Background: an optimization exercise with open tools, aiming at small area. Do not read the settings as production practice. In this exercise RTL edits were held to simulation tests only and were not proved equivalent to the original. The clock port is modelled as an ideal driver; clocking choices that lean on that would not hold on a real chip. Power and IR drop assume default switching activity.

==> v14 <==
==> flow/design.v <==
module keyboard (
    input        clk,
    input        rst,
    input        semitone,
    input  [3:0] row,
    output [3:0] col,
    output [7:0] diods,
    output       waveR,
    output       waveL
    );
    wire       slow_clk;
    wire [1:0] ri, ci;
    wire       valid;
    clockdiv clkdiv (.clk(clk), .rst(rst), .slow_clk(slow_clk));
    keypad kypd (.clk(clk), .rst(rst), .en(slow_clk), .row(row), .col(col),
                 .diods(diods), .valid(valid), .ri(ri), .ci(ci));
    wavegen wavgn (.clk(clk), .rst(rst), .semitone(semitone), .p(slow_clk),
                   .valid(valid), .ri(ri), .ci(ci), .wave(waveR));
    assign waveL = waveR;
endmodule
module clockdiv (
    input  clk,
    input  rst,
    output slow_clk
    );
    reg [13:0] s;
    assign slow_clk = (s == 14'h02a0);
    always @(posedge clk, posedge rst)
        if (rst)
            s <= 14'h22a0;
        else
            s <= {s[12:0], ~(s[13] ^ s[12]) ^ slow_clk};
endmodule
module keypad (
    input        clk,
    input        rst,
    input        en,
    input  [3:0] row,
    output [3:0] col,
    output [7:0] diods,
    output reg       valid,
    output reg [1:0] ri,
    output reg [1:0] ci
    );
    reg [1:0] q;
    wire onecold = (row == 4'b0111) | (row == 4'b1011) |
                   (row == 4'b1101) | (row == 4'b1110);
    always @(posedge clk, posedge rst)
        if (rst) begin
            q     <= 2'd3;
            valid <= 1'b0;
        end else if (en) begin
            q     <= q - 2'd1;
            valid <= onecold;
        end
    always @(posedge clk)
        if (en & onecold) begin
            ri <= {~(row[2] & row[3]), ~(row[1] & row[3])};
            ci <= q;
        end
    assign col = ~(4'b0001 << q);
    assign diods[7:4] = {4{valid}} & (4'b0001 << ri);
    assign diods[3:0] = {4{valid}} & (4'b0001 << ci);
endmodule
module wavegen (
    input        clk,
    input        rst,
    input        semitone,
    input        p,
    input        valid,
    input  [1:0] ri,
    input  [1:0] ci,
    output reg   wave
    );
    reg [21:0] c3;
    reg        make_semitone;
    always @(posedge clk)
        if (semitone)
            c3 <= 22'd0;
        else
            c3 <= {~c3[20:0], ~(c3[21] ^ c3[20])};
    always @(posedge clk, posedge rst)
        if (rst)
            make_semitone <= 1'b0;
        else if (semitone)
            make_semitone <= 1'b1;
        else if (c3 == 22'h1280e8)
            make_semitone <= 1'b0;
    reg        ge;
    reg        pd;
    reg  [7:0] k;
    reg        z, sil, hz, sh;
    reg [16:0] lo;
    wire ev   = z ? p : pd;
    wire fire = ~sil & ~valid & ev & (k == 8'd250);
    wire lo1  = &lo;
    wire        k_clr = valid | fire | (sil & ge);
    wire        k_inc = sil ? lo1 : ev;
    wire  [7:0] k_n   = k_clr ? 8'd0 : k + {7'd0, k_inc};
    wire        z_n   = z & ~valid & ~fire;
    wire        sil_n = ~valid & (sil | fire);
    wire        hz_n  = sil & ~ge & (hz | lo1);
    wire [16:0] lo_n  = ge ? 17'd0 : lo + 17'd1;
    wire        shn   = valid ? make_semitone : sh;
    wire [4:0] sel = {ri, ci, shn};
    wire [16:0] lim1 =
        ({17{sel == 5'b00000}} & 17'd95200) |
        ({17{sel == 5'b00001}} & 17'd90219) |
        ({17{sel == 5'b00010}} & 17'd84831) |
        ({17{sel == 5'b00011}} & 17'd80359) |
        ({17{sel == 5'b00100}} & 17'd75619) |
        ({17{sel == 5'b00101}} & 17'd75619) |
        ({17{sel == 5'b00110}} & 17'd71591) |
        ({17{sel == 5'b00111}} & 17'd67566) |
        ({17{sel == 5'b01000}} & 17'd63774) |
        ({17{sel == 5'b01001}} & 17'd60196) |
        ({17{sel == 5'b01010}} & 17'd56817) |
        ({17{sel == 5'b01011}} & 17'd53624) |
        ({17{sel == 5'b01100}} & 17'd50514) |
        ({17{sel == 5'b01101}} & 17'd50514) |
        ({17{sel == 5'b01110}} & 17'd47781) |
        ({17{sel == 5'b01111}} & 17'd45092) |
        ({17{sel == 5'b10000}} & 17'd47781) |
        ({17{sel == 5'b10001}} & 17'd45092) |
        ({17{sel == 5'b10010}} & 17'd42566) |
        ({17{sel == 5'b10011}} & 17'd40172) |
        ({17{sel == 5'b10100}} & 17'd37918) |
        ({17{sel == 5'b10101}} & 17'd37918) |
        ({17{sel == 5'b10110}} & 17'd35789) |
        ({17{sel == 5'b10111}} & 17'd33782) |
        ({17{sel == 5'b11000}} & 17'd31886) |
        ({17{sel == 5'b11001}} & 17'd30097) |
        ({17{sel == 5'b11010}} & 17'd28408) |
        ({17{sel == 5'b11011}} & 17'd26814) |
        ({17{sel == 5'b11100}} & 17'd25282) |
        ({17{sel == 5'b11101}} & 17'd25282) |
        ({17{sel == 5'b11110}} & 17'd23888) |
        ({17{sel == 5'b11111}} & 17'd22547);
    wire ge_n = z_n | (sil_n ? (~ge & (&k) & (lo == 17'h1fffe))
                             : (hz_n | (~ge & (lo >= lim1))));
    always @(posedge clk)
        pd <= p;
    always @(posedge clk, posedge rst)
        if (rst) begin
            k   <= 8'd1;
            z   <= 1'b1;
            sil <= 1'b0;
            ge  <= 1'b1;
        end else begin
            k   <= k_n;
            z   <= z_n;
            sil <= sil_n;
            ge  <= ge_n;
        end
    always @(posedge clk) begin
        hz <= hz_n;
        lo <= lo_n;
        sh <= shn;
    end
    always @(posedge clk, posedge rst)
        if (rst)
            wave <= 1'b0;
        else if (ge)
            wave <= ~wave;
endmodule
==> flow/flow/run.sh <==
#!/bin/bash
# Layout: the standard flow, with two changes:
#  - ports are buffered with buf_1 instead of the default buffer;
#  - the clock tree is four clkbuf_8, each at the centre of a quarter of
#    the flip-flops (flow/clock.tcl), in place of TritonCTS's H-tree, and cells
#    are sized down where timing allows.
# Each tool's output goes to a log file of its own in this folder.
set -euo pipefail
R=$PWD/orfs/results/$FLOW_PLATFORM/keyboard/base
PORTBUF="BUFFER_PORTS_ARGS=-buffer_cell sky130_fd_sc_hd__buf_1"
bash standard.sh synth > synth.log 2>&1
bash standard.sh "$PORTBUF" place > place.log 2>&1
CLKBUF=sky130_fd_sc_hd__clkbuf_8 RESULTS=$R PLATFORM_DIR=$FLOW_HOME/platforms/$FLOW_PLATFORM LIB=$FLOW_HOME/platforms/$FLOW_PLATFORM/lib/sky130_fd_sc_hd__tt_025C_1v80.lib \
  openroad -no_init -exit flow/clock.tcl > clock.log 2>&1
bash standard.sh "$PORTBUF" finish > finish.log 2>&1
==> flow/flow/clock.tcl <==
# Four clock buffers, fed by the clock port, each drive a quarter of the
# flip-flops (split by x, then y) and sit at their centre. Cells are then sized down where
# timing allows. Writes the CTS step's results.
read_db $::env(RESULTS)/3_place.odb
read_liberty $::env(LIB)
read_sdc $::env(RESULTS)/3_place.sdc
source $::env(PLATFORM_DIR)/setRC.tcl
set block [ord::get_db_block]
set dbu [$block getDbUnitsPerMicron]
# flip-flops with their clock pins and centres
set ffs {}
foreach inst [$block getInsts] {
  if { [[$inst getMaster] isSequential] } {
    set box [$inst getBBox]
    set pin [$inst findITerm CLK]
    lappend ffs [list [expr {([$box xMin] + [$box xMax]) / 2}] [expr {([$box yMin] + [$box yMax]) / 2}] [$inst getName]/CLK]
  }
}
# split them in four: halves by x, then each half by y
proc halves { l idx } {
  set l [lsort -integer -index $idx $l]
  set h [expr {[llength $l] / 2}]
  return [list [lrange $l 0 [expr {$h - 1}]] [lrange $l $h end]]
}
set groups {}
foreach half [halves $ffs 0] {
  foreach q [halves $half 1] { lappend groups $q }
}
set i 0
foreach g $groups {
  set sx 0; set sy 0; set pins {}
  foreach f $g {
    set sx [expr {$sx + [lindex $f 0]}]
    set sy [expr {$sy + [lindex $f 1]}]
    lappend pins [get_pins [lindex $f 2]]
  }
  set x [expr {double($sx) / [llength $g] / $dbu}]
  set y [expr {double($sy) / [llength $g] / $dbu}]
  puts "clock buffer $i: [llength $g] flip-flops, at $x $y"
  insert_buffer -buffer_cell $::env(CLKBUF) -net clk -load_pins $pins -location [list $x $y] -buffer_name clkbuf_$i -net_name clk_$i
  incr i
}
set_propagated_clock [all_clocks]
estimate_parasitics -placement
set_dont_use {sky130_fd_sc_hd__probe_p_8 sky130_fd_sc_hd__probec_p_8 sky130_fd_sc_hd__lpflow_*}
# with this much slack, give back the area that synthesis spent on speed:
# every logic cell goes to the smallest size of its kind, then repair_design
# fixes any slew or capacitance this breaks, and repair_timing any timing
set smallest {}
foreach inst [$block getInsts] {
  set m [[$inst getMaster] getName]
  if { [[$inst getMaster] isSequential] || [string match clkbuf_* [$inst getName]] } { continue }
  if { ![regexp {^(sky130_fd_sc_hd__\w+)_(\d+)$} $m -> base size] } { continue }
  if { [string match *tap* $base] || [string match *fill* $base] || [string match *decap* $base] || [string match *conb* $base] } { continue }
  set best $m
  set best_area [[$inst getMaster] getArea]
  foreach cand [list ${base}_0 ${base}_1 ${base}_2] {
    set lc [get_lib_cells -quiet $cand]
    if { $lc == "" } { continue }
    set mm [[ord::get_db] findMaster $cand]
    if { $mm == "NULL" } { continue }
    if { [$mm getArea] < $best_area } { set best $cand; set best_area [$mm getArea] }
  }
  if { $best != $m } {
    replace_cell [$inst getName] $best
    lappend smallest "[$inst getName] $m -> $best"
  }
}
puts "sized down: [llength $smallest]"
foreach l $smallest { puts "  $l" }
estimate_parasitics -placement
repair_design
repair_timing -setup -hold
detailed_placement
check_placement -verbose
estimate_parasitics -placement
report_clock_min_period
report_checks -path_delay min_max
write_db $::env(RESULTS)/4_1_cts.odb
write_sdc $::env(RESULTS)/4_cts.sdc
==> flow/standard.sh <==
#!/bin/bash
# synth_recipe.tcl (not shown) runs the flow's synth.tcl, then flattens the netlist and writes it again
# the make line also repeats each setting of config.mk as NAME=value (left out here)
make -C /OpenROAD-flow-scripts/flow DESIGN_CONFIG=/design/flow/config.mk WORK_HOME=/design/flow/orfs CLKGATE_MAP_FILE= SYNTH_SCRIPT=/design/flow/synth_recipe.tcl "${@:-finish}"
==> flow/config.mk <==
export PLATFORM = sky130hd
export DESIGN_NAME = keyboard
export DESIGN_NICKNAME = keyboard
export VERILOG_FILES = /design/flow/design.v
export SDC_FILE = /design/flow/constraint.sdc
export NUM_CORES = 4
export LEC_CHECK = 0
export CAP_MARGIN = 20
export CORE_MARGIN = 2
export CORE_UTILIZATION = 40
export SLEW_MARGIN = 20
==> flow/constraint.sdc <==
create_clock -name core_clock -period 20.0 [get_ports {clk}]
set_input_delay 4.0000 -clock core_clock [delete_from_list [all_inputs] [get_ports {clk}]]
set_output_delay 4.0000 -clock core_clock [all_outputs]
set_load 0.01 [all_outputs]
==> inputs of v6, as changes to v14 <==
==> flow/design.v (replaced) <==
module keyboard (
    input        clk,
    input        rst,
    input        semitone,
    input  [3:0] row,
    output [3:0] col,
    output [7:0] diods,
    output       waveR,
    output       waveL
    );
    wire       slow_clk;
    wire [1:0] q, ri;
    wire       valid;
    clockdiv clkdiv (.clk(clk), .rst(rst), .slow_clk(slow_clk));
    keypad kypd (.clk(clk), .rst(rst), .en(slow_clk), .row(row), .col(col),
                 .diods(diods), .q(q), .valid(valid), .ri(ri));
    wavegen wavgn (.clk(clk), .rst(rst), .semitone(semitone), .p(slow_clk),
                   .valid(valid), .ri(ri), .q(q), .wave(waveR));
    assign waveL = waveR;
endmodule
module clockdiv (
    input  clk,
    input  rst,
    output slow_clk
    );
    reg [13:0] s;
    assign slow_clk = (s == 14'h02a0);
    always @(posedge clk, posedge rst)
        if (rst)
            s <= 14'h22a0;
        else
            s <= {s[12:0], ~(s[13] ^ s[12]) ^ slow_clk};
endmodule
module keypad (
    input        clk,
    input        rst,
    input        en,
    input  [3:0] row,
    output [3:0] col,
    output [7:0] diods,
    output reg [1:0] q,
    output reg       valid,
    output reg [1:0] ri
    );
    wire onecold = (row == 4'b0111) | (row == 4'b1011) |
                   (row == 4'b1101) | (row == 4'b1110);
    always @(posedge clk, posedge rst)
        if (rst) begin
            q     <= 2'd3;
            valid <= 1'b0;
        end else if (en) begin
            q     <= q - 2'd1;
            valid <= onecold;
        end
    always @(posedge clk)
        if (en)
            ri <= {~(row[2] & row[3]), ~(row[1] & row[3])};
    wire [1:0] qp = q + 2'd1;
    assign col = ~(4'b0001 << q);
    assign diods[7:4] = {4{valid}} & (4'b0001 << ri);
    assign diods[3:0] = {4{valid}} & (4'b0001 << qp);
endmodule
module wavegen (
    input        clk,
    input        rst,
    input        semitone,
    input        p,
    input        valid,
    input  [1:0] ri,
    input  [1:0] q,
    output reg   wave
    );
    reg [21:0] c3;
    reg        make_semitone;
    always @(posedge clk)
        if (semitone)
            c3 <= 22'd0;
        else
            c3 <= {~c3[20:0], ~(c3[21] ^ c3[20])};
    always @(posedge clk, posedge rst)
        if (rst)
            make_semitone <= 1'b0;
        else if (semitone)
            make_semitone <= 1'b1;
        else if (c3 == 22'h1280e8)
            make_semitone <= 1'b0;
    reg        pd;
    reg  [7:0] k;
    reg        z, sil, hz;
    reg [16:0] lo;
    wire ev   = z ? p : pd;
    wire fire = ~sil & ~valid & ev & (k == 8'd250);
    wire lo1  = &lo;
    wire ge;
    always @(posedge clk)
        pd <= p;
    always @(posedge clk, posedge rst)
        if (rst)
            k <= 8'd1;
        else if (valid | fire | (sil & ge))
            k <= 8'd0;
        else if (sil ? lo1 : ev)
            k <= k + 8'd1;
    always @(posedge clk, posedge rst)
        if (rst) begin
            z   <= 1'b1;
            sil <= 1'b0;
        end else if (valid) begin
            z   <= 1'b0;
            sil <= 1'b0;
        end else if (fire) begin
            z   <= 1'b0;
            sil <= 1'b1;
        end
    always @(posedge clk)
        hz <= sil & ~ge & ((|k) | lo1);
    reg [1:0] dv_ri, dv_q;
    reg       dv_sh;
    always @(posedge clk)
        if (valid) begin
            dv_ri <= ri;
            dv_q  <= q;
            dv_sh <= make_semitone;
        end
    wire [4:0] sel = {dv_ri, dv_q, dv_sh};
    wire [16:0] lim =
        ({17{sel == 5'b00000}} & 17'd84832) |   
        ({17{sel == 5'b00001}} & 17'd80360) |   
        ({17{sel == 5'b00010}} & 17'd75620) |   
        ({17{sel == 5'b00011}} & 17'd75620) |   
        ({17{sel == 5'b00100}} & 17'd71592) |   
        ({17{sel == 5'b00101}} & 17'd67567) |   
        ({17{sel == 5'b00110}} & 17'd95201) |   
        ({17{sel == 5'b00111}} & 17'd90220) |   
        ({17{sel == 5'b01000}} & 17'd56818) |   
        ({17{sel == 5'b01001}} & 17'd53625) |   
        ({17{sel == 5'b01010}} & 17'd50515) |   
        ({17{sel == 5'b01011}} & 17'd50515) |   
        ({17{sel == 5'b01100}} & 17'd47782) |   
        ({17{sel == 5'b01101}} & 17'd45093) |   
        ({17{sel == 5'b01110}} & 17'd63775) |   
        ({17{sel == 5'b01111}} & 17'd60197) |   
        ({17{sel == 5'b10000}} & 17'd42567) |   
        ({17{sel == 5'b10001}} & 17'd40173) |   
        ({17{sel == 5'b10010}} & 17'd37919) |   
        ({17{sel == 5'b10011}} & 17'd37919) |   
        ({17{sel == 5'b10100}} & 17'd35790) |   
        ({17{sel == 5'b10101}} & 17'd33783) |   
        ({17{sel == 5'b10110}} & 17'd47782) |   
        ({17{sel == 5'b10111}} & 17'd45093) |   
        ({17{sel == 5'b11000}} & 17'd28409) |   
        ({17{sel == 5'b11001}} & 17'd26815) |   
        ({17{sel == 5'b11010}} & 17'd25283) |   
        ({17{sel == 5'b11011}} & 17'd25283) |   
        ({17{sel == 5'b11100}} & 17'd23889) |   
        ({17{sel == 5'b11101}} & 17'd22548) |   
        ({17{sel == 5'b11110}} & 17'd31887) |   
        ({17{sel == 5'b11111}} & 17'd30098);   
    assign ge = z | (sil ? ((&k) & lo1) : (hz | (lo >= lim)));
    always @(posedge clk)
        if (ge)
            lo <= 17'd0;
        else
            lo <= lo + 17'd1;
    always @(posedge clk, posedge rst)
        if (rst)
            wave <= 1'b0;
        else if (ge)
            wave <= ~wave;
endmodule
==> inputs of v30, as changes to v14 <==
--- a/flow/design.v
+++ b/flow/design.v
@@ -10,9 +10,9 @@
     );
-    wire       slow_clk;
+    wire       slow_clk, slow_clk_d;
     wire [1:0] ri, ci;
     wire       valid;
-    clockdiv clkdiv (.clk(clk), .rst(rst), .slow_clk(slow_clk));
+    clockdiv clkdiv (.clk(clk), .rst(rst), .slow_clk(slow_clk), .slow_clk_d(slow_clk_d));
     keypad kypd (.clk(clk), .rst(rst), .en(slow_clk), .row(row), .col(col),
                  .diods(diods), .valid(valid), .ri(ri), .ci(ci));
-    wavegen wavgn (.clk(clk), .rst(rst), .semitone(semitone), .p(slow_clk),
+    wavegen wavgn (.clk(clk), .rst(rst), .semitone(semitone), .p(slow_clk), .pd(slow_clk_d),
                    .valid(valid), .ri(ri), .ci(ci), .wave(waveR));
@@ -23,3 +23,4 @@
     input  rst,
-    output slow_clk
+    output slow_clk,
+    output slow_clk_d
     );
@@ -27,2 +28,3 @@
     assign slow_clk = (s == 14'h02a0);
+    assign slow_clk_d = (s == 14'h0540);
     always @(posedge clk, posedge rst)
@@ -69,2 +71,3 @@
     input        p,
+    input        pd,
     input        valid,
@@ -89,5 +92,4 @@
     reg        ge;
-    reg        pd;
     reg  [7:0] k;
-    reg        z, sil, hz, sh;
+    reg        z, sil, sh;
     reg [16:0] lo;
@@ -101,3 +103,3 @@
     wire        sil_n = ~valid & (sil | fire);
-    wire        hz_n  = sil & ~ge & (hz | lo1);
+    wire        hz_n  = sil & ~ge & ((|k) | lo1);
     wire [16:0] lo_n  = ge ? 17'd0 : lo + 17'd1;
@@ -140,4 +142,2 @@
                              : (hz_n | (~ge & (lo >= lim1))));
-    always @(posedge clk)
-        pd <= p;
     always @(posedge clk, posedge rst)
@@ -155,3 +155,2 @@
     always @(posedge clk) begin
-        hz <= hz_n;
         lo <= lo_n;
==> flow/flow/run.sh (replaced) <==
#!/bin/bash
# Layout: the standard flow, with these changes:
#  - ports are buffered with buf_1 instead of the default buffer;
#  - in place of TritonCTS's H-tree, four clock buffers fed by the clock
#    port each drive a quarter of the flip-flops (flow/clock.tcl), and
#    logic cells are sized down where timing allows;
set -euo pipefail
R=$PWD/orfs/results/$FLOW_PLATFORM/keyboard/base
export RESULTS=$R
export PLATFORM_DIR=$FLOW_HOME/platforms/$FLOW_PLATFORM
export LIB=$PLATFORM_DIR/lib/sky130_fd_sc_hd__tt_025C_1v80.lib
PORTBUF="BUFFER_PORTS_ARGS=-buffer_cell sky130_fd_sc_hd__buf_1"
bash standard.sh synth > synth.log 2>&1
bash standard.sh "$PORTBUF" place > place.log 2>&1
sizes=(8 8 8 8)
for attempt in 1 2 3; do
  CLKBUFS="${sizes[*]}" openroad -no_init -exit flow/clock.tcl > clock_$attempt.log 2>&1
  bash standard.sh "$PORTBUF" finish > finish_$attempt.log 2>&1
  openroad -no_init -exit flow/slew.tcl > slew_$attempt.log 2>&1
  changed=0
  while read -r tag g s; do
    [[ $tag == SLEW && $g =~ ^[0-3]$ ]] || continue
    if awk -v s="$s" 'BEGIN { exit !(s > 0.115) }' && [[ ${sizes[$g]} != 16 ]]; then
      sizes[$g]=16; changed=1
    fi
  done < slew_$attempt.log
  [[ $changed == 1 ]] || break
done
--- a/flow/flow/clock.tcl
+++ b/flow/flow/clock.tcl
@@ -1,3 +1,4 @@
 # Four clock buffers, fed by the clock port, each drive a quarter of the
-# flip-flops (split by x, then y) and sit at their centre. Cells are then sized down where
+# flip-flops (split by x, then y) and sit at their centre. CLKBUFS gives the
+# size of each (clkbuf_N). Cells are then sized down where
 # timing allows. Writes the CTS step's results.
@@ -28,2 +29,3 @@
 }
+set sizes $::env(CLKBUFS)
 set i 0
@@ -38,4 +40,4 @@
   set y [expr {double($sy) / [llength $g] / $dbu}]
-  puts "clock buffer $i: [llength $g] flip-flops, at $x $y"
-  insert_buffer -buffer_cell $::env(CLKBUF) -net clk -load_pins $pins -location [list $x $y] -buffer_name clkbuf_$i -net_name clk_$i
+  puts "clock buffer $i (clkbuf_[lindex $sizes $i]): [llength $g] flip-flops, at $x $y"
+  insert_buffer -buffer_cell sky130_fd_sc_hd__clkbuf_[lindex $sizes $i] -net clk -load_pins $pins -location [list $x $y] -buffer_name clkbuf_$i -net_name clk_$i
   incr i
==> flow/flow/slew.tcl (new file) <==
# Worst flip-flop clock-pin slew (ns) of the final layout, per clock
# buffer group: prints "SLEW <group> <slew>".
read_db $::env(RESULTS)/6_final.odb
read_liberty $::env(LIB)
read_sdc $::env(RESULTS)/6_final.sdc
read_spef $::env(RESULTS)/6_final.spef
set_propagated_clock [all_clocks]
array set w {}
foreach pin [get_pins -hierarchical */CLK] {
  set net [get_full_name [get_nets -of_objects $pin]]
  if { ![regexp {^clk_(\d)} $net -> g] } { set g root }
  set s [get_property $pin slew_max]
  if { ![info exists w($g)] || $s > $w($g) } { set w($g) $s }
}
foreach g [lsort [array names w]] { puts "SLEW $g $w($g)" }
==> flow_summary.rst <==
.. list-table::
   :header-rows: 1

   * - Metric
     - Value
   * - Post-DP HPWL
     - about 5800 um
   * - Distinct cells, synth
     - between 60 and 70
   * - Detailed route wirelength on metal3
     - between 150 and 200 um
   * - Final WS setup
     - between 10000 and 15000 ps
   * - Clock network fraction of design power
     - between 20% and 30%
   * - Combinational fraction of design power
     - under 10%
   * - Number of filler instances in the final layout
     - 965
   * - Power of the sequential group
     - roughly 0.16 mW
   * - Status
     - finished clean
   * - Tapcell Cnt
     - ~130
   * - Final routed wire length divided by cell count
     - approximately 14 um
(the above is from v6)
==> flow_summary.rst <==
.. list-table::
   :header-rows: 1

   * - Metric
     - Value
   * - Detailed route wirelength on metal3
     - 279 um
   * - Tapcell Cnt
     - 129
   * - Power of the sequential group
     - between 0.15 and 0.2 mW
   * - Number of filler instances in the final layout
     - 957
   * - Post-DP HPWL
     - 5700 um
   * - Final WS setup
     - between 10000 and 15000 ps
   * - Final routed wire length divided by cell count
     - approximately 14 um
   * - Distinct cells, synth
     - 63
   * - Share of cell area taken by multi-input logic gates
     - approximately half
   * - Combinational fraction of design power
     - 11.4%
   * - Status
     - finished clean
   * - Clock network fraction of design power
     - 23.1%
(the above is from v30)
==> flow_summary.rst <==
.. list-table::
   :header-rows: 1

   * - Metric
     - Value
   * - Status
     - finished clean
   * - Distinct cells, synth
     - 57
   * - Clock network fraction of design power
     - between 20% and 30%
   * - Number of filler instances in the final layout
     - 923
   * - Tapcell Cnt
     - 129
   * - Power of the sequential group
     - ~0.18 mW
   * - Final WS setup
     - 13860 ps
   * - Combinational fraction of design power
     - around an eighth
(the above is from v14)

static timing again, ports no longer ideal:
The results above use ideal ports. As a check the final layouts listed here were re-extracted and re-timed, cells and wires unchanged.
Step 1 assumes that a clkbuf_16 drives the clock port and a buf_2 every other input.
Step 2 adds t to the input delays and takes it off the output delays; t is the mean of the earliest and latest rising clock arrival at the registers after step 1. Input paths then give back, and output paths get back, about the clock's delay inside the block.
Three values: no drivers, after step 1, after step 2; two values: the first two.
run	t, ns	setup slack, ns	hold WS [ns]
v14	0.218	13.859 / 13.805 / 14.023	0.383 / 0.383 / 0.383
v6	0.223	14.699 / 14.638 / 14.861	0.380 / 0.380 / 0.380
v30	0.221	14.182 / 14.118 / 14.339	0.386 / 0.386 / 0.386
After both steps every run listed still meets setup and hold.
